From an optimization exercise on the open Yosys and OpenROAD flow, aimed at small area, a short achievable clock period and few clock cycles per item; shortcuts taken in it are not production practice.
Only simulation tests tie the RTL to the original design; equivalence was not proved.
No activity file was given, so power comes from the tool's default toggle rates.

$ cat design/flow/config.mk
export PLATFORM = sky130hd
export DESIGN_NAME = matrix2x2_mult
export DESIGN_NICKNAME = matrix2x2_mult
export VERILOG_FILES = /design/flow/design.v
export SDC_FILE = /design/flow/constraint.sdc
export NUM_CORES = 4
export LEC_CHECK = 0
export CAP_MARGIN = 20
export CORE_MARGIN = 2
export CORE_UTILIZATION = 65
export CTS_BUF_LIST = sky130_fd_sc_hd__clkbuf_16
export CTS_CLUSTER_DIAMETER = 150
export CTS_CLUSTER_SIZE = 30
export SETUP_SLACK_MARGIN = 4.2
export SLEW_MARGIN = 20
export SYNTH_HIERARCHICAL = 1
export SYNTH_MINIMUM_KEEP_SIZE = 0
$ cat design/flow/constraint.sdc
create_clock -name core_clock -period 7.0 [get_ports {clk}]
set_input_delay 1.4000 -clock core_clock [delete_from_list [all_inputs] [get_ports {clk}]]
set_output_delay 1.4000 -clock core_clock [all_outputs]
set_load 0.01 [all_outputs]
$ cat design/flow/design.v
`timescale 1ns / 1ps
module matrix2x2_mult (
    input       clk,
    input       rst,
    input       start,
    input [7:0]  a00, a01,
    input [7:0]  a10, a11,
    input [7:0]  b00, b01,
    input [7:0]  b10, b11,
    output [16:0] c00, c01,
    output [16:0] c10, c11,
    output done
);
reg [7:0] ra00, ra01, ra10, ra11, rb00, rb01, rb10, rb11;
always @(posedge clk) begin
    ra00 <= a00; ra01 <= a01; ra10 <= a10; ra11 <= a11;
    rb00 <= b00; rb01 <= b01; rb10 <= b10; rb11 <= b11;
end
reg [2:0] v;
always @(posedge clk, posedge rst) begin
    if (rst)
        v <= 3'd0;
    else
        v <= {v[1:0], start};
end
assign done = v[2];
wire [38:0] t1_00;
mm_t1 s1_00 (.x0(ra00), .y0(rb00), .x1(ra01), .y1(rb10), .o(t1_00));
wire [38:0] t1_01;
mm_t1 s1_01 (.x0(ra00), .y0(rb01), .x1(ra01), .y1(rb11), .o(t1_01));
wire [38:0] t1_10;
mm_t1 s1_10 (.x0(ra10), .y0(rb00), .x1(ra11), .y1(rb10), .o(t1_10));
wire [38:0] t1_11;
mm_t1 s1_11 (.x0(ra10), .y0(rb01), .x1(ra11), .y1(rb11), .o(t1_11));
reg [38:0] q1_00, q1_01, q1_10, q1_11;
always @(posedge clk) begin
    q1_00 <= t1_00;
    q1_01 <= t1_01;
    q1_10 <= t1_10;
    q1_11 <= t1_11;
end
wire [16:0] s_00;
mm_cpa a_00 (.i(q1_00), .c(s_00));
wire [16:0] s_01;
mm_cpa a_01 (.i(q1_01), .c(s_01));
wire [16:0] s_10;
mm_cpa a_10 (.i(q1_10), .c(s_10));
wire [16:0] s_11;
mm_cpa a_11 (.i(q1_11), .c(s_11));
reg [16:0] r00, r01, r10, r11;
always @(posedge clk) begin
    r00 <= s_00;
    r01 <= s_01;
    r10 <= s_10;
    r11 <= s_11;
end
assign c00 = r00;
assign c01 = r01;
assign c10 = r10;
assign c11 = r11;
endmodule
module mm_t1 (
  input  [7:0] x0, y0, x1, y1,
  output [38:0] o
);
  mm_nand u1 (.a(x0[0]), .b(y0[0]), .y(o[0]));
  wire w2_0;
  mm_nand u2 (.a(x0[0]), .b(y0[1]), .y(w2_0));
  wire w3_0;
  mm_nand u3 (.a(x0[0]), .b(y0[2]), .y(w3_0));
  wire w4_0;
  mm_nand u4 (.a(x0[0]), .b(y0[3]), .y(w4_0));
  wire w5_0;
  mm_nand u5 (.a(x0[0]), .b(y0[4]), .y(w5_0));
  wire w6_0;
  mm_nand u6 (.a(x0[0]), .b(y0[5]), .y(w6_0));
  wire w7_0;
  mm_nand u7 (.a(x0[0]), .b(y0[6]), .y(w7_0));
  wire w8_0;
  mm_nand u8 (.a(x0[0]), .b(y0[7]), .y(w8_0));
  mm_nand u9 (.a(x0[1]), .b(y0[0]), .y(o[2]));
  wire w10_0;
  mm_nand u10 (.a(x0[1]), .b(y0[1]), .y(w10_0));
  wire w11_0;
  mm_nand u11 (.a(x0[1]), .b(y0[2]), .y(w11_0));
  wire w12_0;
  mm_nand u12 (.a(x0[1]), .b(y0[3]), .y(w12_0));
  wire w13_0;
  mm_nand u13 (.a(x0[1]), .b(y0[4]), .y(w13_0));
  wire w14_0;
  mm_nand u14 (.a(x0[1]), .b(y0[5]), .y(w14_0));
  wire w15_0;
  mm_nand u15 (.a(x0[1]), .b(y0[6]), .y(w15_0));
  wire w16_0;
  mm_nand u16 (.a(x0[1]), .b(y0[7]), .y(w16_0));
  wire w17_0;
  mm_nand u17 (.a(x0[2]), .b(y0[0]), .y(w17_0));
  wire w18_0;
  mm_nand u18 (.a(x0[2]), .b(y0[1]), .y(w18_0));
  wire w19_0;
  mm_nand u19 (.a(x0[2]), .b(y0[2]), .y(w19_0));
  wire w20_0;
  mm_nand u20 (.a(x0[2]), .b(y0[3]), .y(w20_0));
  wire w21_0;
  mm_nand u21 (.a(x0[2]), .b(y0[4]), .y(w21_0));
  wire w22_0;
  mm_nand u22 (.a(x0[2]), .b(y0[5]), .y(w22_0));
  wire w23_0;
  mm_nand u23 (.a(x0[2]), .b(y0[6]), .y(w23_0));
  wire w24_0;
  mm_nand u24 (.a(x0[2]), .b(y0[7]), .y(w24_0));
  wire w25_0;
  mm_nand u25 (.a(x0[3]), .b(y0[0]), .y(w25_0));
  wire w26_0;
  mm_nand u26 (.a(x0[3]), .b(y0[1]), .y(w26_0));
  wire w27_0;
  mm_nand u27 (.a(x0[3]), .b(y0[2]), .y(w27_0));
  wire w28_0;
  mm_nand u28 (.a(x0[3]), .b(y0[3]), .y(w28_0));
  wire w29_0;
  mm_nand u29 (.a(x0[3]), .b(y0[4]), .y(w29_0));
  wire w30_0;
  mm_nand u30 (.a(x0[3]), .b(y0[5]), .y(w30_0));
  wire w31_0;
  mm_nand u31 (.a(x0[3]), .b(y0[6]), .y(w31_0));
  wire w32_0;
  mm_nand u32 (.a(x0[3]), .b(y0[7]), .y(w32_0));
  wire w33_0;
  mm_nand u33 (.a(x0[4]), .b(y0[0]), .y(w33_0));
  wire w34_0;
  mm_nand u34 (.a(x0[4]), .b(y0[1]), .y(w34_0));
  wire w35_0;
  mm_nand u35 (.a(x0[4]), .b(y0[2]), .y(w35_0));
  wire w36_0;
  mm_nand u36 (.a(x0[4]), .b(y0[3]), .y(w36_0));
  wire w37_0;
  mm_nand u37 (.a(x0[4]), .b(y0[4]), .y(w37_0));
  wire w38_0;
  mm_nand u38 (.a(x0[4]), .b(y0[5]), .y(w38_0));
  wire w39_0;
  mm_nand u39 (.a(x0[4]), .b(y0[6]), .y(w39_0));
  wire w40_0;
  mm_nand u40 (.a(x0[4]), .b(y0[7]), .y(w40_0));
  wire w41_0;
  mm_nand u41 (.a(x0[5]), .b(y0[0]), .y(w41_0));
  wire w42_0;
  mm_nand u42 (.a(x0[5]), .b(y0[1]), .y(w42_0));
  wire w43_0;
  mm_nand u43 (.a(x0[5]), .b(y0[2]), .y(w43_0));
  wire w44_0;
  mm_nand u44 (.a(x0[5]), .b(y0[3]), .y(w44_0));
  wire w45_0;
  mm_nand u45 (.a(x0[5]), .b(y0[4]), .y(w45_0));
  wire w46_0;
  mm_nand u46 (.a(x0[5]), .b(y0[5]), .y(w46_0));
  wire w47_0;
  mm_nand u47 (.a(x0[5]), .b(y0[6]), .y(w47_0));
  wire w48_0;
  mm_nand u48 (.a(x0[5]), .b(y0[7]), .y(w48_0));
  wire w49_0;
  mm_nand u49 (.a(x0[6]), .b(y0[0]), .y(w49_0));
  wire w50_0;
  mm_nand u50 (.a(x0[6]), .b(y0[1]), .y(w50_0));
  wire w51_0;
  mm_nand u51 (.a(x0[6]), .b(y0[2]), .y(w51_0));
  wire w52_0;
  mm_nand u52 (.a(x0[6]), .b(y0[3]), .y(w52_0));
  wire w53_0;
  mm_nand u53 (.a(x0[6]), .b(y0[4]), .y(w53_0));
  wire w54_0;
  mm_nand u54 (.a(x0[6]), .b(y0[5]), .y(w54_0));
  wire w55_0;
  mm_nand u55 (.a(x0[6]), .b(y0[6]), .y(w55_0));
  wire w56_0;
  mm_nand u56 (.a(x0[6]), .b(y0[7]), .y(w56_0));
  wire w57_0;
  mm_nand u57 (.a(x0[7]), .b(y0[0]), .y(w57_0));
  wire w58_0;
  mm_nand u58 (.a(x0[7]), .b(y0[1]), .y(w58_0));
  wire w59_0;
  mm_nand u59 (.a(x0[7]), .b(y0[2]), .y(w59_0));
  wire w60_0;
  mm_nand u60 (.a(x0[7]), .b(y0[3]), .y(w60_0));
  wire w61_0;
  mm_nand u61 (.a(x0[7]), .b(y0[4]), .y(w61_0));
  wire w62_0;
  mm_nand u62 (.a(x0[7]), .b(y0[5]), .y(w62_0));
  wire w63_0;
  mm_nand u63 (.a(x0[7]), .b(y0[6]), .y(w63_0));
  wire w64_0;
  mm_nand u64 (.a(x0[7]), .b(y0[7]), .y(w64_0));
  mm_nand u65 (.a(x1[0]), .b(y1[0]), .y(o[1]));
  wire w66_0;
  mm_nand u66 (.a(x1[0]), .b(y1[1]), .y(w66_0));
  wire w67_0;
  mm_nand u67 (.a(x1[0]), .b(y1[2]), .y(w67_0));
  wire w68_0;
  mm_nand u68 (.a(x1[0]), .b(y1[3]), .y(w68_0));
  wire w69_0;
  mm_nand u69 (.a(x1[0]), .b(y1[4]), .y(w69_0));
  wire w70_0;
  mm_nand u70 (.a(x1[0]), .b(y1[5]), .y(w70_0));
  wire w71_0;
  mm_nand u71 (.a(x1[0]), .b(y1[6]), .y(w71_0));
  wire w72_0;
  mm_nand u72 (.a(x1[0]), .b(y1[7]), .y(w72_0));
  wire w73_0;
  mm_nand u73 (.a(x1[1]), .b(y1[0]), .y(w73_0));
  wire w74_0;
  mm_nand u74 (.a(x1[1]), .b(y1[1]), .y(w74_0));
  wire w75_0;
  mm_nand u75 (.a(x1[1]), .b(y1[2]), .y(w75_0));
  wire w76_0;
  mm_nand u76 (.a(x1[1]), .b(y1[3]), .y(w76_0));
  wire w77_0;
  mm_nand u77 (.a(x1[1]), .b(y1[4]), .y(w77_0));
  wire w78_0;
  mm_nand u78 (.a(x1[1]), .b(y1[5]), .y(w78_0));
  wire w79_0;
  mm_nand u79 (.a(x1[1]), .b(y1[6]), .y(w79_0));
  wire w80_0;
  mm_nand u80 (.a(x1[1]), .b(y1[7]), .y(w80_0));
  wire w81_0;
  mm_nand u81 (.a(x1[2]), .b(y1[0]), .y(w81_0));
  wire w82_0;
  mm_nand u82 (.a(x1[2]), .b(y1[1]), .y(w82_0));
  wire w83_0;
  mm_nand u83 (.a(x1[2]), .b(y1[2]), .y(w83_0));
  wire w84_0;
  mm_nand u84 (.a(x1[2]), .b(y1[3]), .y(w84_0));
  wire w85_0;
  mm_nand u85 (.a(x1[2]), .b(y1[4]), .y(w85_0));
  wire w86_0;
  mm_nand u86 (.a(x1[2]), .b(y1[5]), .y(w86_0));
  wire w87_0;
  mm_nand u87 (.a(x1[2]), .b(y1[6]), .y(w87_0));
  wire w88_0;
  mm_nand u88 (.a(x1[2]), .b(y1[7]), .y(w88_0));
  wire w89_0;
  mm_nand u89 (.a(x1[3]), .b(y1[0]), .y(w89_0));
  wire w90_0;
  mm_nand u90 (.a(x1[3]), .b(y1[1]), .y(w90_0));
  wire w91_0;
  mm_nand u91 (.a(x1[3]), .b(y1[2]), .y(w91_0));
  wire w92_0;
  mm_nand u92 (.a(x1[3]), .b(y1[3]), .y(w92_0));
  wire w93_0;
  mm_nand u93 (.a(x1[3]), .b(y1[4]), .y(w93_0));
  wire w94_0;
  mm_nand u94 (.a(x1[3]), .b(y1[5]), .y(w94_0));
  wire w95_0;
  mm_nand u95 (.a(x1[3]), .b(y1[6]), .y(w95_0));
  wire w96_0;
  mm_nand u96 (.a(x1[3]), .b(y1[7]), .y(w96_0));
  wire w97_0;
  mm_nand u97 (.a(x1[4]), .b(y1[0]), .y(w97_0));
  wire w98_0;
  mm_nand u98 (.a(x1[4]), .b(y1[1]), .y(w98_0));
  wire w99_0;
  mm_nand u99 (.a(x1[4]), .b(y1[2]), .y(w99_0));
  wire w100_0;
  mm_nand u100 (.a(x1[4]), .b(y1[3]), .y(w100_0));
  wire w101_0;
  mm_nand u101 (.a(x1[4]), .b(y1[4]), .y(w101_0));
  wire w102_0;
  mm_nand u102 (.a(x1[4]), .b(y1[5]), .y(w102_0));
  wire w103_0;
  mm_nand u103 (.a(x1[4]), .b(y1[6]), .y(w103_0));
  wire w104_0;
  mm_nand u104 (.a(x1[4]), .b(y1[7]), .y(w104_0));
  wire w105_0;
  mm_nand u105 (.a(x1[5]), .b(y1[0]), .y(w105_0));
  wire w106_0;
  mm_nand u106 (.a(x1[5]), .b(y1[1]), .y(w106_0));
  wire w107_0;
  mm_nand u107 (.a(x1[5]), .b(y1[2]), .y(w107_0));
  wire w108_0;
  mm_nand u108 (.a(x1[5]), .b(y1[3]), .y(w108_0));
  wire w109_0;
  mm_nand u109 (.a(x1[5]), .b(y1[4]), .y(w109_0));
  wire w110_0;
  mm_nand u110 (.a(x1[5]), .b(y1[5]), .y(w110_0));
  wire w111_0;
  mm_nand u111 (.a(x1[5]), .b(y1[6]), .y(w111_0));
  wire w112_0;
  mm_nand u112 (.a(x1[5]), .b(y1[7]), .y(w112_0));
  wire w113_0;
  mm_nand u113 (.a(x1[6]), .b(y1[0]), .y(w113_0));
  wire w114_0;
  mm_nand u114 (.a(x1[6]), .b(y1[1]), .y(w114_0));
  wire w115_0;
  mm_nand u115 (.a(x1[6]), .b(y1[2]), .y(w115_0));
  wire w116_0;
  mm_nand u116 (.a(x1[6]), .b(y1[3]), .y(w116_0));
  wire w117_0;
  mm_nand u117 (.a(x1[6]), .b(y1[4]), .y(w117_0));
  wire w118_0;
  mm_nand u118 (.a(x1[6]), .b(y1[5]), .y(w118_0));
  wire w119_0;
  mm_nand u119 (.a(x1[6]), .b(y1[6]), .y(w119_0));
  wire w120_0;
  mm_nand u120 (.a(x1[6]), .b(y1[7]), .y(w120_0));
  wire w121_0;
  mm_nand u121 (.a(x1[7]), .b(y1[0]), .y(w121_0));
  wire w122_0;
  mm_nand u122 (.a(x1[7]), .b(y1[1]), .y(w122_0));
  wire w123_0;
  mm_nand u123 (.a(x1[7]), .b(y1[2]), .y(w123_0));
  wire w124_0;
  mm_nand u124 (.a(x1[7]), .b(y1[3]), .y(w124_0));
  wire w125_0;
  mm_nand u125 (.a(x1[7]), .b(y1[4]), .y(w125_0));
  wire w126_0;
  mm_nand u126 (.a(x1[7]), .b(y1[5]), .y(w126_0));
  wire w127_0;
  mm_nand u127 (.a(x1[7]), .b(y1[6]), .y(w127_0));
  wire w128_0;
  mm_nand u128 (.a(x1[7]), .b(y1[7]), .y(w128_0));
  wire w129_1;
  mm_fa u129 (.a(w2_0), .b(w66_0), .c(w73_0), .s(o[3]), .co(w129_1));
  wire w130_0, w130_1;
  mm_fa u130 (.a(w10_0), .b(w17_0), .c(w3_0), .s(w130_0), .co(w130_1));
  wire w131_0, w131_1;
  mm_fa u131 (.a(w67_0), .b(w74_0), .c(w81_0), .s(w131_0), .co(w131_1));
  wire w132_1;
  mm_fa u132 (.a(w129_1), .b(w130_0), .c(w131_0), .s(o[4]), .co(w132_1));
  wire w133_0, w133_1;
  mm_fa u133 (.a(w11_0), .b(w18_0), .c(w25_0), .s(w133_0), .co(w133_1));
  wire w134_0, w134_1;
  mm_fa u134 (.a(w4_0), .b(w68_0), .c(w75_0), .s(w134_0), .co(w134_1));
  wire w135_0, w135_1;
  mm_fa u135 (.a(w82_0), .b(w89_0), .c(w130_1), .s(w135_0), .co(w135_1));
  wire w136_0, w136_1;
  mm_fa u136 (.a(w131_1), .b(w133_0), .c(w134_0), .s(w136_0), .co(w136_1));
  wire w137_1;
  mm_fa u137 (.a(w132_1), .b(w135_0), .c(w136_0), .s(o[5]), .co(w137_1));
  wire w138_0, w138_1;
  mm_fa u138 (.a(w12_0), .b(w19_0), .c(w26_0), .s(w138_0), .co(w138_1));
  wire w139_0, w139_1;
  mm_fa u139 (.a(w33_0), .b(w5_0), .c(w69_0), .s(w139_0), .co(w139_1));
  wire w140_0, w140_1;
  mm_fa u140 (.a(w76_0), .b(w83_0), .c(w90_0), .s(w140_0), .co(w140_1));
  wire w141_0, w141_1;
  mm_fa u141 (.a(w97_0), .b(w133_1), .c(w134_1), .s(w141_0), .co(w141_1));
  wire w142_0, w142_1;
  mm_fa u142 (.a(w138_0), .b(w139_0), .c(w140_0), .s(w142_0), .co(w142_1));
  wire w143_0, w143_1;
  mm_fa u143 (.a(w135_1), .b(w136_1), .c(w141_0), .s(w143_0), .co(w143_1));
  mm_fa u144 (.a(w142_0), .b(w137_1), .c(w143_0), .s(o[6]), .co(o[8]));
  wire w145_0, w145_1;
  mm_fa u145 (.a(w105_0), .b(w13_0), .c(w20_0), .s(w145_0), .co(w145_1));
  wire w146_0, w146_1;
  mm_fa u146 (.a(w27_0), .b(w34_0), .c(w41_0), .s(w146_0), .co(w146_1));
  wire w147_0, w147_1;
  mm_fa u147 (.a(w6_0), .b(w70_0), .c(w77_0), .s(w147_0), .co(w147_1));
  wire w148_0, w148_1;
  mm_fa u148 (.a(w84_0), .b(w91_0), .c(w98_0), .s(w148_0), .co(w148_1));
  wire w149_0, w149_1;
  mm_fa u149 (.a(w138_1), .b(w139_1), .c(w140_1), .s(w149_0), .co(w149_1));
  wire w150_0, w150_1;
  mm_fa u150 (.a(w145_0), .b(w146_0), .c(w147_0), .s(w150_0), .co(w150_1));
  wire w151_1;
  mm_fa u151 (.a(w148_0), .b(w141_1), .c(w142_1), .s(o[7]), .co(w151_1));
  mm_fa u152 (.a(w149_0), .b(w150_0), .c(w143_1), .s(o[9]), .co(o[10]));
  wire w153_0, w153_1;
  mm_fa u153 (.a(w106_0), .b(w113_0), .c(w14_0), .s(w153_0), .co(w153_1));
  wire w154_0, w154_1;
  mm_fa u154 (.a(w21_0), .b(w28_0), .c(w35_0), .s(w154_0), .co(w154_1));
  wire w155_0, w155_1;
  mm_fa u155 (.a(w42_0), .b(w49_0), .c(w71_0), .s(w155_0), .co(w155_1));
  wire w156_0, w156_1;
  mm_fa u156 (.a(w78_0), .b(w7_0), .c(w85_0), .s(w156_0), .co(w156_1));
  wire w157_0, w157_1;
  mm_fa u157 (.a(w92_0), .b(w99_0), .c(w145_1), .s(w157_0), .co(w157_1));
  wire w158_0, w158_1;
  mm_fa u158 (.a(w146_1), .b(w147_1), .c(w148_1), .s(w158_0), .co(w158_1));
  wire w159_0, w159_1;
  mm_fa u159 (.a(w153_0), .b(w154_0), .c(w155_0), .s(w159_0), .co(w159_1));
  wire w160_0, w160_1;
  mm_fa u160 (.a(w156_0), .b(w149_1), .c(w150_1), .s(w160_0), .co(w160_1));
  wire w161_0;
  mm_fa u161 (.a(w157_0), .b(w158_0), .c(w159_0), .s(w161_0), .co(o[12]));
  mm_fa u162 (.a(w151_1), .b(w160_0), .c(w161_0), .s(o[11]), .co(o[15]));
  wire w163_0, w163_1;
  mm_fa u163 (.a(w100_0), .b(w107_0), .c(w114_0), .s(w163_0), .co(w163_1));
  wire w164_0, w164_1;
  mm_fa u164 (.a(w121_0), .b(w15_0), .c(w22_0), .s(w164_0), .co(w164_1));
  wire w165_0, w165_1;
  mm_fa u165 (.a(w29_0), .b(w36_0), .c(w43_0), .s(w165_0), .co(w165_1));
  wire w166_0, w166_1;
  mm_fa u166 (.a(w50_0), .b(w57_0), .c(w72_0), .s(w166_0), .co(w166_1));
  wire w167_0, w167_1;
  mm_fa u167 (.a(w79_0), .b(w86_0), .c(w8_0), .s(w167_0), .co(w167_1));
  wire w168_0, w168_1;
  mm_fa u168 (.a(w93_0), .b(w153_1), .c(w154_1), .s(w168_0), .co(w168_1));
  wire w169_0, w169_1;
  mm_fa u169 (.a(w155_1), .b(w156_1), .c(w163_0), .s(w169_0), .co(w169_1));
  wire w170_0, w170_1;
  mm_fa u170 (.a(w164_0), .b(w165_0), .c(w166_0), .s(w170_0), .co(w170_1));
  wire w171_0, w171_1;
  mm_fa u171 (.a(w167_0), .b(w157_1), .c(w158_1), .s(w171_0), .co(w171_1));
  wire w172_1;
  mm_fa u172 (.a(w159_1), .b(w168_0), .c(w169_0), .s(o[13]), .co(w172_1));
  mm_fa u173 (.a(w170_0), .b(w160_1), .c(w171_0), .s(o[14]), .co(o[16]));
  wire w174_0, w174_1;
  mm_fa u174 (.a(w101_0), .b(w108_0), .c(w115_0), .s(w174_0), .co(w174_1));
  wire w175_0, w175_1;
  mm_fa u175 (.a(w122_0), .b(w16_0), .c(w23_0), .s(w175_0), .co(w175_1));
  wire w176_0, w176_1;
  mm_fa u176 (.a(w30_0), .b(w37_0), .c(w44_0), .s(w176_0), .co(w176_1));
  wire w177_0, w177_1;
  mm_fa u177 (.a(w51_0), .b(w58_0), .c(w80_0), .s(w177_0), .co(w177_1));
  wire w178_0, w178_1;
  mm_fa u178 (.a(w87_0), .b(w94_0), .c(w163_1), .s(w178_0), .co(w178_1));
  wire w179_0, w179_1;
  mm_fa u179 (.a(w164_1), .b(w165_1), .c(w166_1), .s(w179_0), .co(w179_1));
  wire w180_0, w180_1;
  mm_fa u180 (.a(w167_1), .b(w174_0), .c(w175_0), .s(w180_0), .co(w180_1));
  wire w181_0, w181_1;
  mm_fa u181 (.a(w176_0), .b(w177_0), .c(w168_1), .s(w181_0), .co(w181_1));
  wire w182_0, w182_1;
  mm_fa u182 (.a(w169_1), .b(w170_1), .c(w178_0), .s(w182_0), .co(w182_1));
  mm_fa u183 (.a(w179_0), .b(w180_0), .c(w171_1), .s(o[17]), .co(o[21]));
  mm_fa u184 (.a(w181_0), .b(w172_1), .c(w182_0), .s(o[18]), .co(o[22]));
  wire w185_0, w185_1;
  mm_fa u185 (.a(w102_0), .b(w109_0), .c(w116_0), .s(w185_0), .co(w185_1));
  wire w186_0, w186_1;
  mm_fa u186 (.a(w123_0), .b(w24_0), .c(w31_0), .s(w186_0), .co(w186_1));
  wire w187_0, w187_1;
  mm_fa u187 (.a(w38_0), .b(w45_0), .c(w52_0), .s(w187_0), .co(w187_1));
  wire w188_0, w188_1;
  mm_fa u188 (.a(w59_0), .b(w88_0), .c(w95_0), .s(w188_0), .co(w188_1));
  wire w189_0, w189_1;
  mm_fa u189 (.a(w174_1), .b(w175_1), .c(w176_1), .s(w189_0), .co(w189_1));
  wire w190_0, w190_1;
  mm_fa u190 (.a(w177_1), .b(w185_0), .c(w186_0), .s(w190_0), .co(w190_1));
  wire w191_1;
  mm_fa u191 (.a(w187_0), .b(w188_0), .c(w178_1), .s(o[19]), .co(w191_1));
  wire w192_1;
  mm_fa u192 (.a(w179_1), .b(w180_1), .c(w189_0), .s(o[20]), .co(w192_1));
  mm_fa u193 (.a(w190_0), .b(w181_1), .c(w182_1), .s(o[23]), .co(o[25]));
  wire w194_0, w194_1;
  mm_fa u194 (.a(w103_0), .b(w110_0), .c(w117_0), .s(w194_0), .co(w194_1));
  wire w195_0, w195_1;
  mm_fa u195 (.a(w124_0), .b(w32_0), .c(w39_0), .s(w195_0), .co(w195_1));
  wire w196_0, w196_1;
  mm_fa u196 (.a(w46_0), .b(w53_0), .c(w60_0), .s(w196_0), .co(w196_1));
  wire w197_0, w197_1;
  mm_fa u197 (.a(w96_0), .b(w185_1), .c(w186_1), .s(w197_0), .co(w197_1));
  wire w198_0, w198_1;
  mm_fa u198 (.a(w187_1), .b(w188_1), .c(w194_0), .s(w198_0), .co(w198_1));
  wire w199_0, w199_1;
  mm_fa u199 (.a(w195_0), .b(w196_0), .c(w189_1), .s(w199_0), .co(w199_1));
  mm_fa u200 (.a(w190_1), .b(w197_0), .c(w198_0), .s(o[24]), .co(o[27]));
  mm_fa u201 (.a(w191_1), .b(w192_1), .c(w199_0), .s(o[26]), .co(o[29]));
  wire w202_0, w202_1;
  mm_fa u202 (.a(w104_0), .b(w111_0), .c(w118_0), .s(w202_0), .co(w202_1));
  wire w203_0, w203_1;
  mm_fa u203 (.a(w125_0), .b(w40_0), .c(w47_0), .s(w203_0), .co(w203_1));
  wire w204_0, w204_1;
  mm_fa u204 (.a(w54_0), .b(w61_0), .c(w194_1), .s(w204_0), .co(w204_1));
  wire w205_0, w205_1;
  mm_fa u205 (.a(w195_1), .b(w196_1), .c(w202_0), .s(w205_0), .co(w205_1));
  wire w206_1;
  mm_fa u206 (.a(w203_0), .b(w197_1), .c(w198_1), .s(o[28]), .co(w206_1));
  mm_fa u207 (.a(w204_0), .b(w205_0), .c(w199_1), .s(o[30]), .co(o[31]));
  wire w208_0, w208_1;
  mm_fa u208 (.a(w112_0), .b(w119_0), .c(w126_0), .s(w208_0), .co(w208_1));
  wire w209_0, w209_1;
  mm_fa u209 (.a(w48_0), .b(w55_0), .c(w62_0), .s(w209_0), .co(w209_1));
  wire w210_0, w210_1;
  mm_fa u210 (.a(w202_1), .b(w203_1), .c(w208_0), .s(w210_0), .co(w210_1));
  wire w211_0;
  mm_fa u211 (.a(w209_0), .b(w204_1), .c(w205_1), .s(w211_0), .co(o[33]));
  mm_fa u212 (.a(w210_0), .b(w206_1), .c(w211_0), .s(o[32]), .co(o[35]));
  wire w213_0, w213_1;
  mm_fa u213 (.a(w120_0), .b(w127_0), .c(w56_0), .s(w213_0), .co(w213_1));
  wire w214_0, w214_1;
  mm_fa u214 (.a(w63_0), .b(w208_1), .c(w209_1), .s(w214_0), .co(w214_1));
  wire w215_1;
  mm_fa u215 (.a(w213_0), .b(w210_1), .c(w214_0), .s(o[34]), .co(w215_1));
  wire w216_0;
  mm_fa u216 (.a(w128_0), .b(w64_0), .c(w213_1), .s(w216_0), .co(o[37]));
  mm_fa u217 (.a(w214_1), .b(w216_0), .c(w215_1), .s(o[36]), .co(o[38]));
endmodule
module mm_cpa (
  input  [38:0] i,
  output [16:0] c
);
  wire w1_0;
  mm_xnor u1 (.a(i[0]), .b(i[1]), .y(w1_0));
  wire w2_0;
  mm_or u2 (.a(i[0]), .b(i[1]), .y(w2_0));
  wire w3_0, w3_1;
  mm_fa u3 (.a(i[2]), .b(i[3]), .c(w2_0), .s(w3_0), .co(w3_1));
  wire w4_0, w4_1;
  mm_fa u4 (.a(i[7]), .b(i[8]), .c(i[9]), .s(w4_0), .co(w4_1));
  wire w5_0;
  mm_xnor u5 (.a(i[10]), .b(i[11]), .y(w5_0));
  wire w6_0;
  mm_or u6 (.a(i[10]), .b(i[11]), .y(w6_0));
  wire w7_0, w7_1;
  mm_fa u7 (.a(i[12]), .b(i[13]), .c(i[14]), .s(w7_0), .co(w7_1));
  wire w8_0;
  mm_xnor u8 (.a(i[15]), .b(w6_0), .y(w8_0));
  wire w9_0;
  mm_or u9 (.a(i[15]), .b(w6_0), .y(w9_0));
  wire w10_0, w10_1;
  mm_fa u10 (.a(i[16]), .b(i[17]), .c(i[18]), .s(w10_0), .co(w10_1));
  wire w11_0;
  mm_xnor u11 (.a(w7_1), .b(w9_0), .y(w11_0));
  wire w12_0;
  mm_or u12 (.a(w7_1), .b(w9_0), .y(w12_0));
  wire w13_0, w13_1;
  mm_fa u13 (.a(i[19]), .b(i[20]), .c(i[21]), .s(w13_0), .co(w13_1));
  wire w14_0, w14_1;
  mm_fa u14 (.a(i[22]), .b(i[23]), .c(w10_1), .s(w14_0), .co(w14_1));
  wire w15_0;
  mm_xnor u15 (.a(w13_0), .b(w12_0), .y(w15_0));
  wire w16_0;
  mm_or u16 (.a(w13_0), .b(w12_0), .y(w16_0));
  wire w17_0, w17_1;
  mm_fa u17 (.a(i[24]), .b(i[25]), .c(i[26]), .s(w17_0), .co(w17_1));
  wire w18_0, w18_1;
  mm_fa u18 (.a(w13_1), .b(w17_0), .c(w14_1), .s(w18_0), .co(w18_1));
  wire w19_0, w19_1;
  mm_fa u19 (.a(i[27]), .b(i[28]), .c(i[29]), .s(w19_0), .co(w19_1));
  wire w20_0, w20_1;
  mm_fa u20 (.a(i[30]), .b(w17_1), .c(w19_0), .s(w20_0), .co(w20_1));
  wire w21_0, w21_1;
  mm_fa u21 (.a(i[31]), .b(i[32]), .c(w19_1), .s(w21_0), .co(w21_1));
  wire w22_0, w22_1;
  mm_fa u22 (.a(i[33]), .b(i[34]), .c(i[35]), .s(w22_0), .co(w22_1));
  mm_inv u23 (.a(w1_0), .y(c[0]));
  mm_inv u24 (.a(w3_0), .y(c[1]));
  wire w25_0;
  mm_nor u25 (.a(i[4]), .b(w3_1), .y(w25_0));
  mm_xor u26 (.a(i[4]), .b(w3_1), .y(c[2]));
  wire w27_0;
  mm_nor u27 (.a(w5_0), .b(w4_1), .y(w27_0));
  wire w28_0;
  mm_xor u28 (.a(w5_0), .b(w4_1), .y(w28_0));
  wire w29_0;
  mm_nor u29 (.a(w8_0), .b(w7_0), .y(w29_0));
  wire w30_0;
  mm_xor u30 (.a(w8_0), .b(w7_0), .y(w30_0));
  wire w31_0;
  mm_nor u31 (.a(w10_0), .b(w11_0), .y(w31_0));
  wire w32_0;
  mm_xor u32 (.a(w10_0), .b(w11_0), .y(w32_0));
  wire w33_0;
  mm_nor u33 (.a(w15_0), .b(w14_0), .y(w33_0));
  wire w34_0;
  mm_xor u34 (.a(w15_0), .b(w14_0), .y(w34_0));
  wire w35_0;
  mm_nor u35 (.a(w16_0), .b(w18_0), .y(w35_0));
  wire w36_0;
  mm_xor u36 (.a(w16_0), .b(w18_0), .y(w36_0));
  wire w37_0;
  mm_nor u37 (.a(w20_0), .b(w18_1), .y(w37_0));
  wire w38_0;
  mm_xor u38 (.a(w20_0), .b(w18_1), .y(w38_0));
  wire w39_0;
  mm_nor u39 (.a(w20_1), .b(w21_0), .y(w39_0));
  wire w40_0;
  mm_xor u40 (.a(w20_1), .b(w21_0), .y(w40_0));
  wire w41_0;
  mm_nor u41 (.a(w22_0), .b(w21_1), .y(w41_0));
  wire w42_0;
  mm_xor u42 (.a(w22_0), .b(w21_1), .y(w42_0));
  wire w43_0;
  mm_nor u43 (.a(i[36]), .b(w22_1), .y(w43_0));
  wire w44_0;
  mm_xor u44 (.a(i[36]), .b(w22_1), .y(w44_0));
  wire w45_0;
  mm_nor u45 (.a(i[37]), .b(i[38]), .y(w45_0));
  wire w46_0;
  mm_xor u46 (.a(i[37]), .b(i[38]), .y(w46_0));
  wire w47_0;
  mm_inv u47 (.a(i[5]), .y(w47_0));
  wire w48_0;
  mm_nand u48 (.a(w47_0), .b(w25_0), .y(w48_0));
  wire w49_0;
  mm_nor u49 (.a(w4_0), .b(i[6]), .y(w49_0));
  wire w50_0;
  mm_a21oi u50 (.a(w30_0), .b(w27_0), .c(w29_0), .y(w50_0));
  wire w51_0;
  mm_nand u51 (.a(w30_0), .b(w28_0), .y(w51_0));
  wire w52_0;
  mm_a21oi u52 (.a(w34_0), .b(w31_0), .c(w33_0), .y(w52_0));
  wire w53_0;
  mm_nand u53 (.a(w34_0), .b(w32_0), .y(w53_0));
  wire w54_0;
  mm_a21oi u54 (.a(w38_0), .b(w35_0), .c(w37_0), .y(w54_0));
  wire w55_0;
  mm_nand u55 (.a(w38_0), .b(w36_0), .y(w55_0));
  wire w56_0;
  mm_a21oi u56 (.a(w42_0), .b(w39_0), .c(w41_0), .y(w56_0));
  wire w57_0;
  mm_nand u57 (.a(w42_0), .b(w40_0), .y(w57_0));
  wire w58_0;
  mm_a21oi u58 (.a(w46_0), .b(w43_0), .c(w45_0), .y(w58_0));
  wire w59_0;
  mm_nand u59 (.a(w46_0), .b(w44_0), .y(w59_0));
  wire w60_0;
  mm_nor u60 (.a(i[6]), .b(w48_0), .y(w60_0));
  wire w61_0;
  mm_inv u61 (.a(w49_0), .y(w61_0));
  wire w62_0;
  mm_nor u62 (.a(w61_0), .b(w48_0), .y(w62_0));
  wire w63_0;
  mm_inv u63 (.a(w32_0), .y(w63_0));
  wire w64_0;
  mm_o21bai u64 (.a(w63_0), .b(w50_0), .c(w31_0), .y(w64_0));
  wire w65_0;
  mm_nor u65 (.a(w63_0), .b(w51_0), .y(w65_0));
  wire w66_0;
  mm_o21ai u66 (.a(w53_0), .b(w50_0), .c(w52_0), .y(w66_0));
  wire w67_0;
  mm_nor u67 (.a(w53_0), .b(w51_0), .y(w67_0));
  wire w68_0;
  mm_inv u68 (.a(w40_0), .y(w68_0));
  wire w69_0;
  mm_o21bai u69 (.a(w68_0), .b(w54_0), .c(w39_0), .y(w69_0));
  wire w70_0;
  mm_nor u70 (.a(w68_0), .b(w55_0), .y(w70_0));
  wire w71_0;
  mm_o21ai u71 (.a(w57_0), .b(w54_0), .c(w56_0), .y(w71_0));
  wire w72_0;
  mm_nor u72 (.a(w57_0), .b(w55_0), .y(w72_0));
  wire w73_0;
  mm_a21oi u73 (.a(w28_0), .b(w62_0), .c(w27_0), .y(w73_0));
  wire w74_0;
  mm_inv u74 (.a(w51_0), .y(w74_0));
  wire w75_0;
  mm_a21boi u75 (.a(w74_0), .b(w62_0), .c(w50_0), .y(w75_0));
  wire w76_0;
  mm_a21oi u76 (.a(w65_0), .b(w62_0), .c(w64_0), .y(w76_0));
  wire w77_0;
  mm_a21oi u77 (.a(w67_0), .b(w62_0), .c(w66_0), .y(w77_0));
  wire w78_0;
  mm_a21oi u78 (.a(w44_0), .b(w71_0), .c(w43_0), .y(w78_0));
  wire w79_0;
  mm_nand u79 (.a(w44_0), .b(w72_0), .y(w79_0));
  wire w80_0;
  mm_inv u80 (.a(w59_0), .y(w80_0));
  wire w81_0;
  mm_a21boi u81 (.a(w80_0), .b(w71_0), .c(w58_0), .y(w81_0));
  wire w82_0;
  mm_nand u82 (.a(w80_0), .b(w72_0), .y(w82_0));
  wire w83_0;
  mm_inv u83 (.a(w36_0), .y(w83_0));
  wire w84_0;
  mm_o21bai u84 (.a(w83_0), .b(w77_0), .c(w35_0), .y(w84_0));
  wire w85_0;
  mm_o21ai u85 (.a(w55_0), .b(w77_0), .c(w54_0), .y(w85_0));
  wire w86_0;
  mm_inv u86 (.a(w70_0), .y(w86_0));
  wire w87_0;
  mm_o21bai u87 (.a(w86_0), .b(w77_0), .c(w69_0), .y(w87_0));
  wire w88_0;
  mm_inv u88 (.a(w72_0), .y(w88_0));
  wire w89_0;
  mm_o21bai u89 (.a(w88_0), .b(w77_0), .c(w71_0), .y(w89_0));
  wire w90_0;
  mm_o21ai u90 (.a(w79_0), .b(w77_0), .c(w78_0), .y(w90_0));
  mm_o21ai u91 (.a(w82_0), .b(w77_0), .c(w81_0), .y(c[16]));
  mm_xnor u92 (.a(i[5]), .b(w25_0), .y(c[3]));
  mm_xor u93 (.a(i[6]), .b(w48_0), .y(c[4]));
  mm_xnor u94 (.a(w4_0), .b(w60_0), .y(c[5]));
  mm_xor u95 (.a(w28_0), .b(w62_0), .y(c[6]));
  mm_xnor u96 (.a(w30_0), .b(w73_0), .y(c[7]));
  mm_xnor u97 (.a(w32_0), .b(w75_0), .y(c[8]));
  mm_xnor u98 (.a(w34_0), .b(w76_0), .y(c[9]));
  mm_xnor u99 (.a(w36_0), .b(w77_0), .y(c[10]));
  mm_xor u100 (.a(w38_0), .b(w84_0), .y(c[11]));
  mm_xor u101 (.a(w40_0), .b(w85_0), .y(c[12]));
  mm_xor u102 (.a(w42_0), .b(w87_0), .y(c[13]));
  mm_xor u103 (.a(w44_0), .b(w89_0), .y(c[14]));
  mm_xor u104 (.a(w46_0), .b(w90_0), .y(c[15]));
endmodule
module mm_nand (input a, b, output y); assign y = ~(a & b); endmodule
module mm_nor (input a, b, output y); assign y = ~(a | b); endmodule
module mm_or (input a, b, output y); assign y = a | b; endmodule
module mm_xor (input a, b, output y); assign y = a ^ b; endmodule
module mm_xnor (input a, b, output y); assign y = ~(a ^ b); endmodule
module mm_inv (input a, output y); assign y = ~a; endmodule
module mm_a21oi (input a, b, c, output y); assign y = ~((a & b) | c); endmodule
module mm_o21ai (input a, b, c, output y); assign y = ~((a | b) & c); endmodule
module mm_a21boi (input a, b, c, output y); assign y = ~((a & b) | ~c); endmodule
module mm_o21bai (input a, b, c, output y); assign y = ~((a | b) & ~c); endmodule
module mm_nor2b (input a, b, output y); assign y = ~(a | ~b); endmodule
module mm_fa (
  input  a, b, c,
  output s, co
);
  assign s = a ^ b ^ c;
  assign co = (a & b) | (a & c) | (b & c);
endmodule
$ cat design/flow/flow/run.sh
#!/bin/bash
# The standard layout, with plain buffers (buf_1) on the ports instead of the
# delay buffer buffer_ports picks by default.
set -euo pipefail
bash standard.sh "BUFFER_PORTS_ARGS=-buffer_cell sky130_fd_sc_hd__buf_1" finish > standard_flow.log 2>&1
$ cat design/flow/standard.sh
#!/bin/bash
# synth_recipe.tcl (not shown) runs the flow's synth.tcl, then flattens the netlist and writes it again
# the make line also repeats each setting of config.mk as NAME=value (left out here)
make -C /OpenROAD-flow-scripts/flow DESIGN_CONFIG=/design/flow/config.mk WORK_HOME=/design/flow/orfs CLKGATE_MAP_FILE= SYNTH_SCRIPT=/design/flow/synth_recipe.tcl "${@:-finish}"
==> results of run 1 <==
modules after synthesis, one instance, submodules excluded, a selection:
module     cells inside  flops+latches  copies in the design  area, µm²
mm_o21bai             1              0                    20       7.51
mm_nor                1              0                    72       3.75
mm_xor                1              0                    72       8.76
mm_inv                1              0                    44       3.75
mm_a21oi              1              0                    36       8.76
mm_a21boi             1              0                     8       11.3
mm_xnor               1              0                    44       8.76
mm_fa                 1              0                   404       20.0
mm_o21ai              1              0                    20       5.00
through the flow:
step / worst slack, ns / total power [mW] / cell area (µm²) / utilization (%) / std cells
after floorplan: 4.31 / 6.44 / 18200 / - / 1576
after global placement: 3.88 / 7.44 / 19200 / 69.2 / 2089
after detailed placement: 3.83 / 7.62 / 19200 / 69.2 / 2089
after CTS: 4.19 / 8.60 / 19700 / 71.1 / 2104
after global routing: 4.18 / 9.76 / 20000 / 72.3 / 2113
final: 4.26 / 8.95 / 20000 / 72.3 / 2113
registers in the layout, summed over array words and instances (netlist names):
name / cells
rb01: 8
q1_01: 39
ra10: 8
rb00: 8
rb10: 8
r10: 17
q1_00: 39
r00: 17
ra01: 8
ra00: 8
ra11: 8
r11: 17
q1_10: 39
q1_11: 39
v: 3
r01: 17
rb11: 8
final cells by class:
class	count	area, µm²
Fill cell	2025	7680
Inverter	45	169
Tap cell	378	473
Clock buffer	13	325
Timing Repair Buffer	144	574
Clock inverter	2	15.0
Multi-Input combinational cell	1240	12400
Sequential cell	291	6080
logic make-up after synthesis:
group,after synthesis,synth area share (%)
AOI/OAI and AO/OA,84,3.60
xor gates and xnor gates,116,5.58
adders and majority gates,404,44.4
buffers and inverters,45,0.928
DFF,291,32.1
and+or+nand+nor,636,13.4
report_power, final:
part / switching, mW / internal (mW)
Sequential: 0.373 / 2.30
Clock: 0.510 / 0.343
Combinational: 3.11 / 2.32
Total: 3.99 / 4.96
critical path, cell delays in order (launching register included):
cell     delay (ns)
dfxtp_2        0.62
nand2_1        0.16
fa_1           0.51
fa_1           0.40
fa_1           0.54
fa_1           0.41
Yosys cell counts:
master,n
o21bai_1,20
a21boi_2,8
dfrtp_1,3
xnor2_1,44
nor2_1,72
inv_1,45
dfxtp_1,288
nand2_1,544
fa_1,404
a21oi_2,36
xor2_1,72
o21ai_1,20
or2_1,20
repair_timing:
action / in CTS / in global routing
setup buffers: 0 / 9
resized for setup: 92 / 75
pin swaps: 0 / 18
setup endpoints to repair: 95 / 61
worst max path at each step:
stage                    from        end  slack [ns]
global placement      ra10[2]  q1_11[11]        3.88
finish                ra10[7]  q1_10[18]        4.26
detailed placement    ra10[2]  q1_10[11]        3.83
floorplan             ra01[5]  q1_00[11]        4.31
CTS                   rb00[2]  q1_10[11]        4.19
global route        q1_00[16]    r00[15]        4.18
per-layer routing:
layer,routed length [µm],global-route usage [%],up-vias
met4,906,6.26,0
met2,18900,45.5,714
met1,17400,44.4,5992
met3,4390,7.18,59
met5,0,0,-
li1,-,-,5109
==> out/results.txt, run 1 <==
Status - timing/DRC/antenna clean
Slew Viols, Final - 0
Final wirelength - 41500 µm
Final hold violations - 0
DIE WIDTH - 171 µm
Leading area contributor after synthesis - fa_1
Netlist cell types - 13
Period minus WS final - 2.74 ns
Die height - 171 µm
Worst Max-Slew Pin Slew - 0.649 ns
Syn nets - 2047
Hold_ws - 0.364 ns
Crit end category - flop
Yosys warns - 7
Ports - 136
Unrepaired setup endpoints after global routing - false
Starting Density - 65.7%
R2R Path Start - ra10[7]
CTS root buf - clkbuf_16
Ant. Diodes - 0
Worst-path clk slew - 0.12 ns
Remaining DRCs - 0
Starting DRT DRC Count - 1174
TritonRoute pass-1 iters - 6
Hold Crit Start - v[0]
Most common cell after layout, fill and taps aside - nand2_1
Sequential share of the synthesized area - 32.1%
Clock skew - 0.0198 ns
Mapped Area - 18200 µm²
CTS tree - yes
Final Wtd Congestion - 0.846
Highest-count cells in the layout ignoring fill and taps - nand2_1, fa_1, dfxtp_1
Hold Path Depth - 0
Yosys reg bits - 291
WL/cell - 19.7 µm
Tcrit/Tclk final - 39.2%
H-tree depth - 1
Leakage - 7.15 nW
Max Cap Viol - 0
Avg Vias per Cell - 5.62
Largest net degree at the start of global routing - 32
Hold EP - v[1]
Clock latency on the worst-skew pair - 0.51 ns
Global route overflow - 0
Die area - 29400 µm²
Area contributors post-synth - fa_1, dfxtp_1, nand2_1, xor2_1, xnor2_1
Vias in the first global route - 13000
Row count - 61
FF-to-FF path depth - 5
Routed vias - 11900
Crit Path Class - reg -> reg
Overall track demand over capacity in global routing - 29.8%
Final number of setup-violating endpoints - 0
Syn_area_per_cell - 11.6 µm²
Post-CTS Hold Fix Bufs - 0
TNS Setup - 0 ns
HP Class - reg -> reg
Proportion of layout cells with a drive suffix above 1 - 9.57%
Maximum achievable frequency - 365 MHz
Final ANT Viol Nets - 0
Slew HR - 56.5%
Pwr dens - 447 nW/µm²
Req. time, crit path - 7.39 ns
Max Buffers Root-to-Sink - 3
HPWL after DPL - 28600 µm
Yosys top cell area share - 44.4%
Worst r2r dst - q1_10[18]
Crit-path max FO - 16
Post-synthesis cell count - 1576
Arr. time, crit path - 3.13 ns
First-pass GRT wire length - 66800 µm
Core Region - 27700 µm²
Reg2Reg Setup Slack - 4.26 ns
Initial antenna violation count - 0
IO buf count - 135
CTS buffer count - 13
CTS sink cnt - 291
Layout area overhead - 10.0%
Nets - 2206
Maximum VDD drop - 0.000322 V
Type of origin of the critical path - flop
Testbench counts, summed over its fixed seeds: cycles 16,016, items 16,000.
==> run 2, diff against run 1 <==
--- a/design/flow/config.mk
+++ b/design/flow/config.mk
@@ -7,7 +7,7 @@
 export LEC_CHECK = 0
 export CAP_MARGIN = 20
 export CORE_MARGIN = 2
-export CORE_UTILIZATION = 65
+export CORE_UTILIZATION = 70
 export CTS_BUF_LIST = sky130_fd_sc_hd__clkbuf_16
 export CTS_CLUSTER_DIAMETER = 150
 export CTS_CLUSTER_SIZE = 30
==> run 2 against run 1 <==
Effect of this change:
- highest routed layer unchanged
- power up 0.38%
- worst setup slack better by 0.0019 ns
- cell count down 1.9%
- first-iteration DRC count down 0.26%
- register-to-register slack about the same
- cell area down 0.14%
- clock skew up 0.014 ns
- clock power about the same
- sequential power about the same
==> out/results.txt, run 2 <==
Initial antenna violation count - 0 (unchanged)
Core Region - 25800 µm² (-7.0%)
TritonRoute pass-1 iters - 7 (+1)
FF-to-FF path depth - 5 (unchanged)
Starting DRT DRC Count - 1171 (-0.26%)
Worst r2r dst - q1_11[11]
Hold EP - v[2]
Proportion of layout cells with a drive suffix above 1 - 9.61% (+0.041 points)
Final hold violations - 0 (unchanged)
Max Cap Viol - 0 (unchanged)
Slew HR - 56.4% (-0.12 points)
Routed vias - 12100 (+1.7%)
Overall track demand over capacity in global routing - 31.8% (+2.0 points)
Largest net degree at the start of global routing - 32 (unchanged)
Die height - 165 µm (-3.6%)
Nets - 2209 (+0.14%)
CTS sink cnt - 291 (unchanged)
Yosys warns - 7 (unchanged)
Starting Density - 70.7% (+5.0 points)
Unrepaired setup endpoints after global routing - true
Ys flop type - dfxtp_1
Ant. Diodes - 0 (unchanged)
Netlist cell types - 13 (unchanged)
Sequential share of the synthesized area - 32.1% (unchanged)
Yosys reg bits - 291 (unchanged)
Type of origin of the critical path - flop
TNS Setup - 0 ns (unchanged)
Hold Crit Start - v[1]
WL/cell - 20.0 µm (+1.7%)
Crit end category - flop
Period minus WS final - 2.74 ns (-0.00193 ns)
Most common cell after layout, fill and taps aside - nand2_1
Clock latency on the worst-skew pair - 0.51 ns (about the same)
CTS buffer count - 13 (unchanged)
Status - timing/DRC/antenna clean
Max Buffers Root-to-Sink - 3 (unchanged)
IO buf count - 135 (unchanged)
Die area - 27300 µm² (-7.0%)
Ports - 136 (unchanged)
Maximum VDD drop - 0.000353 V (+9.6%)
First-pass GRT wire length - 65900 µm (-1.5%)
Highest-count cells in the layout ignoring fill and taps - nand2_1, fa_1, dfxtp_1
Syn_area_per_cell - 11.6 µm² (unchanged)
Post-synthesis cell count - 1576 (unchanged)
CTS root buf - clkbuf_16
Final ANT Viol Nets - 0 (unchanged)
Share of flip-flops with an asynchronous set or reset - 1.03% (unchanged)
Syn nets - 2047 (unchanged)
Most frequent cell after synthesis - nand2_1
Final wirelength - 41400 µm (-0.26%)
EDFF count, synth - 0 (unchanged)
DIE WIDTH - 165 µm (-3.6%)
Mapped Area - 18200 µm² (unchanged)
Yosys top cell area share - 44.4% (unchanged)
Hold_ws - 0.361 ns (-0.00285 ns)
Vias in the first global route - 13100 (+1.5%)
Row count - 59 (-3.3%)
Post-CTS Hold Fix Bufs - 0 (unchanged)
Final Wtd Congestion - 0.831 (-1.7%)
Tcrit/Tclk final - 39.1% (about the same)
Remaining DRCs - 0 (unchanged)
Pwr dens - 449 nW/µm² (+0.51%)
Leakage - 7.17 nW (+0.22%)
R2R Path Start - rb01[4]
Global route overflow - 0 (unchanged)
Leading area contributor after synthesis - fa_1
Final number of setup-violating endpoints - 0 (unchanged)
CTS tree - yes
Hold Path Depth - 0 (unchanged)
Arr. time, crit path - 3.14 ns (about the same)
Crit Path Class - reg -> reg
Reg2Reg Setup Slack - 4.26 ns (about the same)
Layout area overhead - 9.86%
Clock skew - 0.0337 ns (+0.0139 ns)
Maximum achievable frequency - 365 MHz (about the same)
Area contributors post-synth - fa_1, dfxtp_1, nand2_1, xor2_1, xnor2_1
Avg Vias per Cell - 5.82 (+3.6%)
Crit-path max FO - 16 (unchanged)
Worst-path clk slew - 0.11 ns (about the same)
Req. time, crit path - 7.40 ns (about the same)
HPWL after DPL - 28200 µm (-1.3%)
Top cells by count, synth - nand2_1, fa_1, dfxtp_1
HP Class - reg -> reg
Slew Viols, Final - 0 (unchanged)
H-tree depth - 1 (unchanged)
Worst Max-Slew Pin Slew - 0.651 ns (+0.00181 ns)
==> run 2: per-stage QoR <==
| step | setup slack, ns | std cells | total power, mW | instance area (µm²) | utilization [%] |
|---|---|---|---|---|---|
| after CTS | 4.18 | 2062 | 8.64 | 19700 | 76.3 |
| after floorplan | 4.31 | 1576 | 6.44 | 18200 | - |
| final | 4.26 | 2073 | 8.98 | 20000 | 77.6 |
| after global routing | 4.18 | 2073 | 9.76 | 20000 | 77.6 |
| after detailed placement | 3.87 | 2046 | 7.66 | 19100 | 74.3 |
| after global placement | 3.91 | 2046 | 7.43 | 19100 | 74.3 |
==> run 2: cell families (layout without fill, tap and decap cells) <==
| group | count (synthesis) | count (layout) | synth area share [%] |
|---|---|---|---|
| adders and majority gates | 404 | 404 | 44.4 |
| DFF | 291 | 291 | 32.1 |
| xor gates and xnor gates | 116 | 116 | 5.58 |
| buffers and inverters | 45 | 207 | 0.928 |
| and+or+nand+nor | 636 | 636 | 13.4 |
| AOI/OAI and AO/OA | 84 | 84 | 3.60 |
==> run 2: metal layers <==
layer	wire length [µm]	vias to the layer above	GRT usage, %
li1	-	5108	-
met1	16200	6038	45.5
met2	19400	826	50.3
met3	4840	99	7.87
met4	953	0	7.63
met5	0	-	0
==> run 2: how the worst max path moves through the flow <==
stage	end	slack [ns]	startpoint
3_5_place_dp	q1_00[11]	3.87	ra00[2]
2_1_floorplan	q1_00[11]	4.31	ra01[5]
3_3_place_gp	q1_10[11]	3.91	rb10[1]
6_report	q1_11[11]	4.26	rb01[4]
4_1_cts	q1_00[11]	4.18	rb00[2]
5_1_grt	r01[14]	4.18	q1_01[16]
==> run 2: per-module statistics from Yosys, one instance, submodules excluded, excerpt <==
| module | cells | area [µm²] | flip-flops and latches | copies in the design |
|---|---|---|---|---|
| mm_or | 1 | 6.26 | 0 | 20 |
| mm_fa | 1 | 20.0 | 0 | 404 |
| mm_xor | 1 | 8.76 | 0 | 72 |
| mm_a21oi | 1 | 8.76 | 0 | 36 |
| matrix2x2_mult | 292 | 5840 | 291 | 1 |
| mm_o21ai | 1 | 5.00 | 0 | 20 |
| mm_nor | 1 | 3.75 | 0 | 72 |
| mm_nand | 1 | 3.75 | 0 | 544 |
| mm_inv | 1 | 3.75 | 0 | 44 |
| mm_o21bai | 1 | 7.51 | 0 | 20 |
==> run 2: final cells by class <==
cell class	count	area (µm²)
inverter	45	169
clock inverter	2	15.0
fill	1686	5760
timing repair buffer	147	609
multi-input combinational	1240	12400
tap	335	419
clock buffer	13	325
sequential	291	6080
==> run 2: what timing repair did <==
action	CTS	global route
pin swaps	1	18
buffers inserted	1	11
setup endpoints to repair	97	55
resized for setup	93	73
==> run 2: worst max-delay path: stages, from the launching register on <==
cell     delay (ns)
dfxtp_4        0.52
nand2_1        0.13
fa_1           0.58
fa_1           0.46
fa_1           0.52
fa_1           0.40
==> run 2: report_power, final <==
group	switching [mW]	internal, mW	total, mW
registers	0.371	2.30	2.67
clock network	0.510	0.343	0.853
logic	3.13	2.33	5.46
==> run 3, diff against run 2 <==
--- a/design/flow/config.mk
+++ b/design/flow/config.mk
@@ -7,7 +7,7 @@
 export LEC_CHECK = 0
 export CAP_MARGIN = 20
 export CORE_MARGIN = 2
-export CORE_UTILIZATION = 70
+export CORE_UTILIZATION = 60
 export CTS_BUF_LIST = sky130_fd_sc_hd__clkbuf_16
 export CTS_CLUSTER_DIAMETER = 150
 export CTS_CLUSTER_SIZE = 30
==> run 3 against run 2 <==
Effect of this change:
- still clean on timing, DRC and antenna
- core utilization decreased by 10 points
- worst hold slack improved by 0.0029 ns
- count of clock-buffer cells in the layout unchanged
- critical path type unchanged
- critical endpoint is now q1_00[26]
- largest cell class unchanged
- highest routed layer unchanged
==> out/results.txt, run 3 <==
EDFF count, synth - 0 (unchanged)
CP cell instances - buf_4 -> nand2_1 -> fa_1 -> fa_1 -> fa_1 -> fa_1
Placed cells - 2101 (+2.7%)
Remaining DRCs - 0 (unchanged)
Leakage - 7.17 nW (about the same)
Period minus WS final - 2.75 ns (+0.0125 ns)
Crit end category - flop
Max Cap Viol - 0 (unchanged)
TritonRoute pass-1 iters - 5 (-2)
Arr. time, crit path - 3.14 ns (about the same)
Final Wtd Congestion - 0.843 (+1.4%)
Type of origin of the critical path - flop
Fin cells - 2128 (+2.7%)
DIE WIDTH - 178 µm (+7.8%)
WL/cell - 19.5 µm (-2.3%)
Ports - 136 (unchanged)
Overall track demand over capacity in global routing - 27.5% (-4.3 points)
Max Buffers Root-to-Sink - 3 (unchanged)
Syn_area_per_cell - 11.6 µm² (unchanged)
Share of flip-flops with an asynchronous set or reset - 1.03% (unchanged)
Yosys warns - 7 (unchanged)
Final number of setup-violating endpoints - 0 (unchanged)
Yosys reg bits - 291 (unchanged)
Crit path top cell by count - fa_1
HPWL after DPL - 28400 µm (+0.57%)
Worst Max-Slew Pin Slew - 0.614 ns (-0.0374 ns)
Syn nets - 2047 (unchanged)
Die area - 31800 µm² (+16%)
Req. time, crit path - 7.39 ns (about the same)
Final wirelength - 41500 µm (+0.30%)
Vias in the first global route - 12700 (-3.1%)
Status - timing/DRC/antenna clean
Ys flop type - dfxtp_1
Most common cell after layout, fill and taps aside - nand2_1
Leading area contributor after synthesis - fa_1
Layout area overhead - 10.3%
CTS root buf - clkbuf_16
Die height - 178 µm (+7.8%)
Core Region - 29800 µm² (+16%)
CTS tree - yes
Post-synthesis cell count - 1576 (unchanged)
First-pass GRT wire length - 66500 µm (+0.93%)
Starting DRT DRC Count - 853 (-27%)
Proportion of layout cells with a drive suffix above 1 - 9.67% (+0.058 points)
Top cells by count, synth - nand2_1, fa_1, dfxtp_1
HP Class - reg -> reg
Routed vias - 11800 (-2.4%)
Fillers - 2293 (+36%)
Crit Path Class - reg -> reg
Slew HR - 58.9% (+2.5 points)
CTS sink cnt - 291 (unchanged)
Yosys top cell area share - 44.4% (unchanged)
Largest net degree at the start of global routing - 32 (unchanged)
CTS buffer count - 13 (unchanged)
Ant. Diodes - 0 (unchanged)
Global route overflow - 0 (unchanged)
Area contributors post-synth - fa_1, dfxtp_1, nand2_1, xor2_1, xnor2_1
Clock skew - 0.0138 ns (-0.0199 ns)
Unrepaired setup endpoints after global routing - true
H-tree depth - 1 (unchanged)
Post-CTS Hold Fix Bufs - 0 (unchanged)
Crit-path max FO - 9 (-7)
IO buf count - 135 (unchanged)
Netlist cell types - 13 (unchanged)
Mapped Area - 18200 µm² (unchanged)
Reg2Reg Setup Slack - 4.25 ns (about the same)
Initial antenna violation count - 0 (unchanged)
Maximum VDD drop - 0.000324 V (-8.3%)
Sequential share of the synthesized area - 32.1% (unchanged)
Avg Vias per Cell - 5.54 (-4.9%)
Starting Density - 61.1% (-9.6 points)
Worst-path clk slew - 0.11 ns (about the same)
Nets - 2209 (unchanged)
Clock latency on the worst-skew pair - 0.51 ns (about the same)
Tcrit/Tclk final - 39.3% (+0.18 points)
Final ANT Viol Nets - 0 (unchanged)
Slew Viols, Final - 0 (unchanged)
TNS Setup - 0 ns (unchanged)
Pwr dens - 449 nW/µm² (about the same)
Row count - 63 (+6.8%)
Maximum achievable frequency - 363 MHz (-0.46%)
Worst path max stage delay - 0.53 ns (-0.05 ns)
Crit-path slowest cell - fa_1
Final hold violations - 0 (unchanged)
Highest-count cells in the layout ignoring fill and taps - nand2_1, fa_1, dfxtp_1
Most frequent cell after synthesis - nand2_1
==> run 3: cell counts after synthesis <==
Identical to the previous run, type by type.
==> run 3: repair_timing <==
item | CTS | global route
setup endpoints to repair | 95 | 63
setup buffers | 0 | 12
endpoints found under the hold margin | 0 | 0
resized for setup | 91 | 81
pin swaps | 0 | 20
==> run 3: critical path: cells and delay by family (launching register included) <==
family,cells,cell delay [ns]
flip-flops,1,0.47
buffers and inverters,1,0.23
AND/OR/NAND/NOR,1,0.10
adder cells (fa/ha/maj),4,1.84
==> run 3: logic make-up (layout without fill, tap and decap cells) <==
family | Yosys count | after routing | share of synthesized area (%)
AOI/OAI and AO/OA | 84 | 84 | 3.60
xor gates and xnor gates | 116 | 116 | 5.58
adders and majority gates | 404 | 404 | 44.4
buffers and inverters | 45 | 207 | 0.928
DFF | 291 | 291 | 32.1
and+or+nand+nor | 636 | 636 | 13.4
==> run 3: final timing paths <==
path / startpoint / to / cells after the start
min in group asynchronous: rst / v[1] / 2
worst min-delay path: v[0] / v[1] / 0
worst max register to register: ra01[5] / q1_00[26] / 6
worst min register to register: v[0] / v[1] / 0
worst max-delay path: ra01[5] / q1_00[26] / 6
max in group asynchronous: rst / v[0] / 2
==> run 3: area by class of cell <==
type / count / area, µm² / share of cell area [%]
Timing Repair Buffer: 147 / 597 / 2.97
Tap cell: 390 / 488 / 2.43
Clock buffer: 13 / 325 / 1.62
Inverter: 45 / 169 / 0.841
Multi-Input combinational cell: 1240 / 12400 / 61.8
Clock inverter: 2 / 15.0 / 0.0747
Sequential cell: 291 / 6080 / 30.3
==> run 3: layer usage <==
| metal | vias up | GRT usage (%) | part of all wire, % |
|---|---|---|---|
| met2 | 684 | 40.5 | 44 |
| met5 | - | 0 | 0 |
| met4 | 0 | 5.59 | 1.8 |
| li1 | 5116 | - | - |
| met3 | 46 | 7.27 | 11 |
| met1 | 5935 | 41.9 | 43 |
==> run 3: Yosys stat by module (local to each module, per instance), a selection <==
module     flops+latches  cell area [µm²]
mm_o21bai              0             7.51
mm_o21ai               0             5.00
mm_inv                 0             3.75
mm_or                  0             6.26
mm_a21oi               0             8.76
mm_xnor                0             8.76
mm_nor                 0             3.75
mm_xor                 0             8.76
==> run 3: where the power goes <==
group          switching, mW  internal [mW]  leakage (nW)
combinational           3.16           2.33          4.52
sequential             0.368           2.30          2.48
clock                  0.517          0.343         0.172
total                   4.04           4.97          7.17
==> run 3: metrics by stage <==
step	area, µm²	hold slack, ns	util [%]	setup WS (ns)	total power [mW]
final	20100	0.364	67.4	4.25	9.02
after global routing	20100	0.374	67.4	4.16	9.86
after CTS	19700	0.369	66.2	4.16	8.62
after detailed placement	19200	0.344	64.4	3.83	7.65
after global placement	19200	0.335	64.4	3.85	7.49
after floorplan	18200	0.331	-	4.31	6.44

re-timing with driven ports:
No port has a modelled driver above. Below, the same layouts with a new extraction and two added sets of constraints. Step 1: set_driving_cell puts a clkbuf_16 on clk and a buf_2 on each other input, an assumption about the parent block. Step 2 adds t to the input delays and takes it off the output delays; t is the mean of the earliest and latest rising clock arrival at the registers after step 1. Input paths then give back, and output paths get back, about the clock's delay inside the block. Three values: ideal ports, drivers, drivers and shift; two values: the first two.
| run | t (ns) | setup WS [ns] | pins driven straight from the clock port |
|---|---|---|---|
| run 1 | 0.550 | 4.258 / 4.258 / 4.258 | 1 |
| run 2 | 0.545 | 4.260 / 4.260 / 4.260 | 1 |
| run 3 | 0.549 | 4.247 / 4.247 / 4.247 | 1 |
After both steps setup and hold are still met in every run listed.
